This design comes from an exercise in tuning for small area and a short achievable clock period on the open sky130 flow, not from production work.
Only simulation tests tie the RTL to the original design; equivalence was not proved.
Power and IR drop assume default switching activity.

Setup of v34:
==> flow/design.v (excerpt) <==
module piano_top (
    input CP,
    input clr,
    input[4:0] sw,
    input[4:0] Button,
    input[11:0] rom_data,
    output[16:0] rom_addr,
    output melody,
    output[4:0] led,
    output[6:0] a_to_g,
    output[3:0] an,
    output hsync,vsync,
    output[3:0] red,green,blue
);
Size: ~980 cells after synthesis, ~72 I/O pins, about 7800 um2 of cells after synthesis.
==> module Bar, before the edit <==
module Bar (
    input[10:0] rc,      
    input rm,            
    input[9:0] hc,
    input[4:0] pcol,
    input[9:0] vc,
    output in_bar
);
    reg[3:0] a;
    reg bf;
    always @(*) begin
        if (vc >= 10'd281) a = 11;
        else if (vc >= 10'd256) a = 10;
        else if (vc >= 10'd231) a = 9;
        else if (vc >= 10'd206) a = 8;
        else if (vc >= 10'd181) a = 7;
        else if (vc >= 10'd156) a = 6;
        else if (vc >= 10'd131) a = 5;
        else if (vc >= 10'd106) a = 4;
        else if (vc >= 10'd81) a = 3;
        else if (vc >= 10'd56) a = 2;
        else a = 1;
        bf = !(vc == 10'd31 || vc == 10'd56 || vc == 10'd81 || vc == 10'd106 ||
               vc == 10'd131 || vc == 10'd156 || vc == 10'd181 || vc == 10'd206 ||
               vc == 10'd231 || vc == 10'd256 || vc == 10'd281);
    end
    wire[10:0] tau = rc - a;
    wire[6:0] bcol;
    reg[6:0] cov;
    always @(*)
        case (tau[6:0])
            7'd3: cov[0] = 1'b1;
            7'd4: cov[0] = (bf ? 1'b1 : 1'b0);
            7'd35: cov[0] = 1'b1;
            7'd36: cov[0] = (bf ? 1'b1 : 1'b0);
            7'd39: cov[0] = 1'b1;
            7'd40: cov[0] = (bf ? 1'b1 : 1'b0);
            7'd61: cov[0] = (a >= 4'd5);
            7'd62: cov[0] = (a >= 4'd4);
            7'd63: cov[0] = (a >= 4'd3);
            7'd64: cov[0] = (a >= 4'd2);
            7'd65: cov[0] = 1'b1;
            7'd66: cov[0] = (bf ? 1'b1 : 1'b0);
            default: cov[0] = 1'b0;
        endcase
    always @(*)
        case (tau[6:0])
            7'd45: cov[1] = (a >= 4'd2);
            7'd46: cov[1] = 1'b1;
            7'd47: cov[1] = (bf ? 1'b1 : 1'b0);
            7'd59: cov[1] = 1'b1;
            7'd60: cov[1] = (bf ? 1'b1 : 1'b0);
            default: cov[1] = 1'b0;
        endcase
    always @(*)
        case (tau[6:0])
            7'd43: cov[2] = 1'b1;
            7'd44: cov[2] = (bf ? 1'b1 : 1'b0);
            7'd48: cov[2] = (bf ? 1'b1 : 1'b0);
            7'd56: cov[2] = (bf ? 1'b1 : 1'b0);
            default: cov[2] = 1'b0;
        endcase
    always @(*)
        case (tau[6:0])
            7'd17: cov[3] = 1'b1;
            7'd18: cov[3] = (bf ? 1'b1 : 1'b0);
            7'd19: cov[3] = (bf ? 1'b1 : 1'b0);
            7'd20: cov[3] = (bf ? 1'b1 : 1'b0);
            7'd27: cov[3] = 1'b1;
            7'd28: cov[3] = (bf ? 1'b1 : 1'b0);
            7'd37: cov[3] = 1'b1;
            7'd38: cov[3] = (bf ? 1'b1 : 1'b0);
            7'd41: cov[3] = 1'b1;
            7'd42: cov[3] = (bf ? 1'b1 : 1'b0);
            7'd49: cov[3] = 1'b1;
            7'd50: cov[3] = (bf ? 1'b1 : 1'b0);
            7'd57: cov[3] = 1'b1;
            7'd58: cov[3] = (bf ? 1'b1 : 1'b0);
            default: cov[3] = 1'b0;
        endcase
    always @(*)
        case (tau[6:0])
            7'd13: cov[4] = (a >= 4'd3);
            7'd14: cov[4] = (a >= 4'd2);
            7'd15: cov[4] = 1'b1;
            7'd16: cov[4] = (bf ? 1'b1 : 1'b0);
            7'd25: cov[4] = 1'b1;
            7'd26: cov[4] = (bf ? 1'b1 : 1'b0);
            7'd29: cov[4] = (a >= 4'd5);
            7'd30: cov[4] = (a >= 4'd4);
            7'd31: cov[4] = (a >= 4'd3);
            7'd32: cov[4] = (a >= 4'd2);
            7'd33: cov[4] = 1'b1;
            7'd34: cov[4] = (bf ? 1'b1 : 1'b0);
            7'd51: cov[4] = (bf ? 1'b1 : 1'b0);
            7'd52: cov[4] = (bf ? 1'b1 : 1'b0);
            7'd53: cov[4] = (a >= 4'd2);
            7'd54: cov[4] = 1'b1;
            7'd55: cov[4] = (bf ? 1'b1 : 1'b0);
            default: cov[4] = 1'b0;
        endcase
    always @(*)
        case (tau[6:0])
            7'd5: cov[5] = (a >= 4'd2);
            7'd6: cov[5] = 1'b1;
            7'd7: cov[5] = (bf ? 1'b1 : 1'b0);
            7'd8: cov[5] = (bf ? 1'b1 : 1'b0);
            7'd11: cov[5] = 1'b1;
            7'd12: cov[5] = (bf ? 1'b1 : 1'b0);
            7'd23: cov[5] = 1'b1;
            7'd24: cov[5] = (bf ? 1'b1 : 1'b0);
            default: cov[5] = 1'b0;
        endcase
    always @(*)
        case (tau[6:0])
            7'd9: cov[6] = 1'b1;
            7'd10: cov[6] = (bf ? 1'b1 : 1'b0);
            7'd21: cov[6] = 1'b1;
            7'd22: cov[6] = (bf ? 1'b1 : 1'b0);
            default: cov[6] = 1'b0;
        endcase
    assign bcol[0] = (pcol == 5'd5);
    assign bcol[1] = (pcol == 5'd6);
    assign bcol[2] = (pcol == 5'd7);
    assign bcol[3] = (pcol == 5'd9);
    assign bcol[4] = (pcol == 5'd10);
    assign bcol[5] = (pcol == 5'd11);
    assign bcol[6] = (pcol == 5'd12);
    wire first_px = (hc == 10'd484) || (hc == 10'd515) || (hc == 10'd545) || (hc == 10'd575) || (hc == 10'd606) || (hc == 10'd637) || (hc == 10'd667);
    assign in_bar = !rm && (tau[10:7] == 0) && |(cov & bcol) && !first_px;
endmodule
export LEC_CHECK = 0
export CAP_MARGIN = 20
export CORE_MARGIN = 2
export CORE_UTILIZATION = 65
export PLACE_DENSITY = 0.75
export SLEW_MARGIN = 20
create_clock -name core_clock -period 100.0 [get_ports {CP}]
standard.sh (not shown) runs the stock make flow with config.mk's settings and CLKGATE_MAP_FILE= SYNTH_SCRIPT=/design/flow/synth_recipe.tcl, a recipe that flattens the netlist after the stock synthesis.
==> flow/flow/run.sh <==
#!/bin/bash
# The standard layout (standard.sh), with these changes:
# - synthesis (flow/my_synth.tcl): arithmetic maps to plain gates (no
#   Kogge-Stone carry map, no full-adder cells) and ABC runs an area-oriented
#   script with deep logic resynthesis (flow/area.abc); registers and their
#   names are as in the standard synthesis;
# - port buffers are the smallest buffer cell;
# - the clock tree uses clkbuf_4 cells and no dummy loads;
# - repair_timing works on paths with less than 57.7 ns of slack: the paths
#   from the switch inputs to the outputs, which set the period reached.
# make's output goes to standard.log; each step's log is under orfs/logs.
set -euo pipefail
here=$(pwd)
bash standard.sh SYNTH_SCRIPT=$here/flow/my_synth.tcl ADDER_MAP_FILE= \
  "BUFFER_PORTS_ARGS=-buffer_cell sky130_fd_sc_hd__buf_1" \
  "CTS_ARGS=-sink_clustering_enable -repair_clock_nets -buf_list sky130_fd_sc_hd__clkbuf_4 -sink_clustering_size 20 -sink_clustering_max_diameter 300 -sink_buffer_max_cap_derate 1.0 -dont_use_dummy_load" \
  SETUP_SLACK_MARGIN=57.7 \
  finish > standard.log 2>&1
==> flow/flow/area.abc <==
strash; ifraig; dc2; dc2; dc2; &get -n; &deepsyn -T 300; &put; strash; &get -n; &st; &dch -f; &nf -R 1000; &put; topo
==> flow/flow/my_synth.tcl <==
# The standard flow's synthesis (ORFS synth.tcl, without Yosys's fsm and share passes), with
# ripple arithmetic instead of the Kogge-Stone carry map and an area-oriented
# ABC script (flow/area.abc).
set my_dir [file dirname [file normalize [info script]]]
proc synth {args} {
  set out {}
  set skip 0
  foreach a $args {
    if {$skip} { set skip 0; continue }
    if {$a eq "-extra-map"} { set skip 1; continue }
    lappend out $a
  }
  yosys synth -nofsm -noshare {*}$out
}
proc abc {args} {
  global my_dir
  set out {}
  set skip 0
  foreach a $args {
    if {$skip} { set skip 0; continue }
    if {$a eq "-script"} { set skip 1; continue }
    lappend out $a
  }
  yosys abc -script $my_dir/area.abc {*}$out
}
source $::env(SCRIPTS_DIR)/synth.tcl
# left out here: clear keep_hierarchy, flatten, clean up, hide names made inside functions, write 1_2_yosys.v
Modified inputs, v15 compared to v34
--- a/flow/design.v
+++ b/flow/design.v
@@ -756,9 +756,9 @@
         bf = !(vc == 10'd31 || vc == 10'd56 || vc == 10'd81 || vc == 10'd106 ||
                vc == 10'd131 || vc == 10'd156 || vc == 10'd181 || vc == 10'd206 ||
                vc == 10'd231 || vc == 10'd256 || vc == 10'd281);
     end
-    wire[10:0] tau = rc - a;
+    wire[6:0] tau = rc[6:0] - {3'd0, a};
     wire[6:0] bcol;
     reg[6:0] cov;
     always @(*)
         case (tau[6:0])
@@ -859,9 +859,9 @@
     assign bcol[4] = (pcol == 5'd10);
     assign bcol[5] = (pcol == 5'd11);
     assign bcol[6] = (pcol == 5'd12);
     wire first_px = (hc == 10'd484) || (hc == 10'd515) || (hc == 10'd545) || (hc == 10'd575) || (hc == 10'd606) || (hc == 10'd637) || (hc == 10'd667);
-    assign in_bar = !rm && (tau[10:7] == 0) && |(cov & bcol) && !first_px;
+    assign in_bar = !rm && (rc[10:7] == 0) && |(cov & bcol) && !first_px;
 endmodule
 module VGA_picture (
     input CP,
     input pix_en,
v15: no failed stages, no open violations at the end. Re wire length of the first global-routing pass: v15 and v34 aren't equal, and the lower value belongs to v34. Register share of the cell area ends up lower on v15. The master of the slowest instance on the critical path comes out nor3_2 in one run and mux2i_2 in the other, namely in v34 and v15 respectively. Going from v34 to v15, the met1 wire length was found to have gone up by 510 um. v15: routed wire length about 6% above v34. Internal power consumption, v15 vs v34: up by a few percent.

[re-timing with driven ports]
How much do the figures lean on ideal ports? The routed layouts below were timed once more, with nothing changed but the port constraints. Step 1: set_driving_cell puts a clkbuf_16 on CP and a buf_2 on each other input, an assumption about the parent block. Step 2 moves the port delays by t, midway between the first and last clock arrival at a register: inputs arrive t later, outputs are due t later. That takes back most of the time a late clock gives input paths. Slacks: ideal ports / drivers / drivers and shift; pairs: ideal ports / drivers.
| run | t (ns) | slack for setup (ns) | worst setup path after step 2 | latest minus earliest clock arrival (ns) | cell pins on the clock port's net |
|---|---|---|---|---|---|
| v34 | 0.534 | 57.799 / 57.777 / 57.777 | input to output | 0.025 / 0.025 | 1 |
| v15 | 0.557 | 57.816 / 57.793 / 57.793 | input to output | 0.043 / 0.044 | 1 |
After both steps setup and hold are still met in every run listed. The setup slack of v15, which loses most, moves by -0.023 ns with the drivers and by -0.023 ns with both steps.
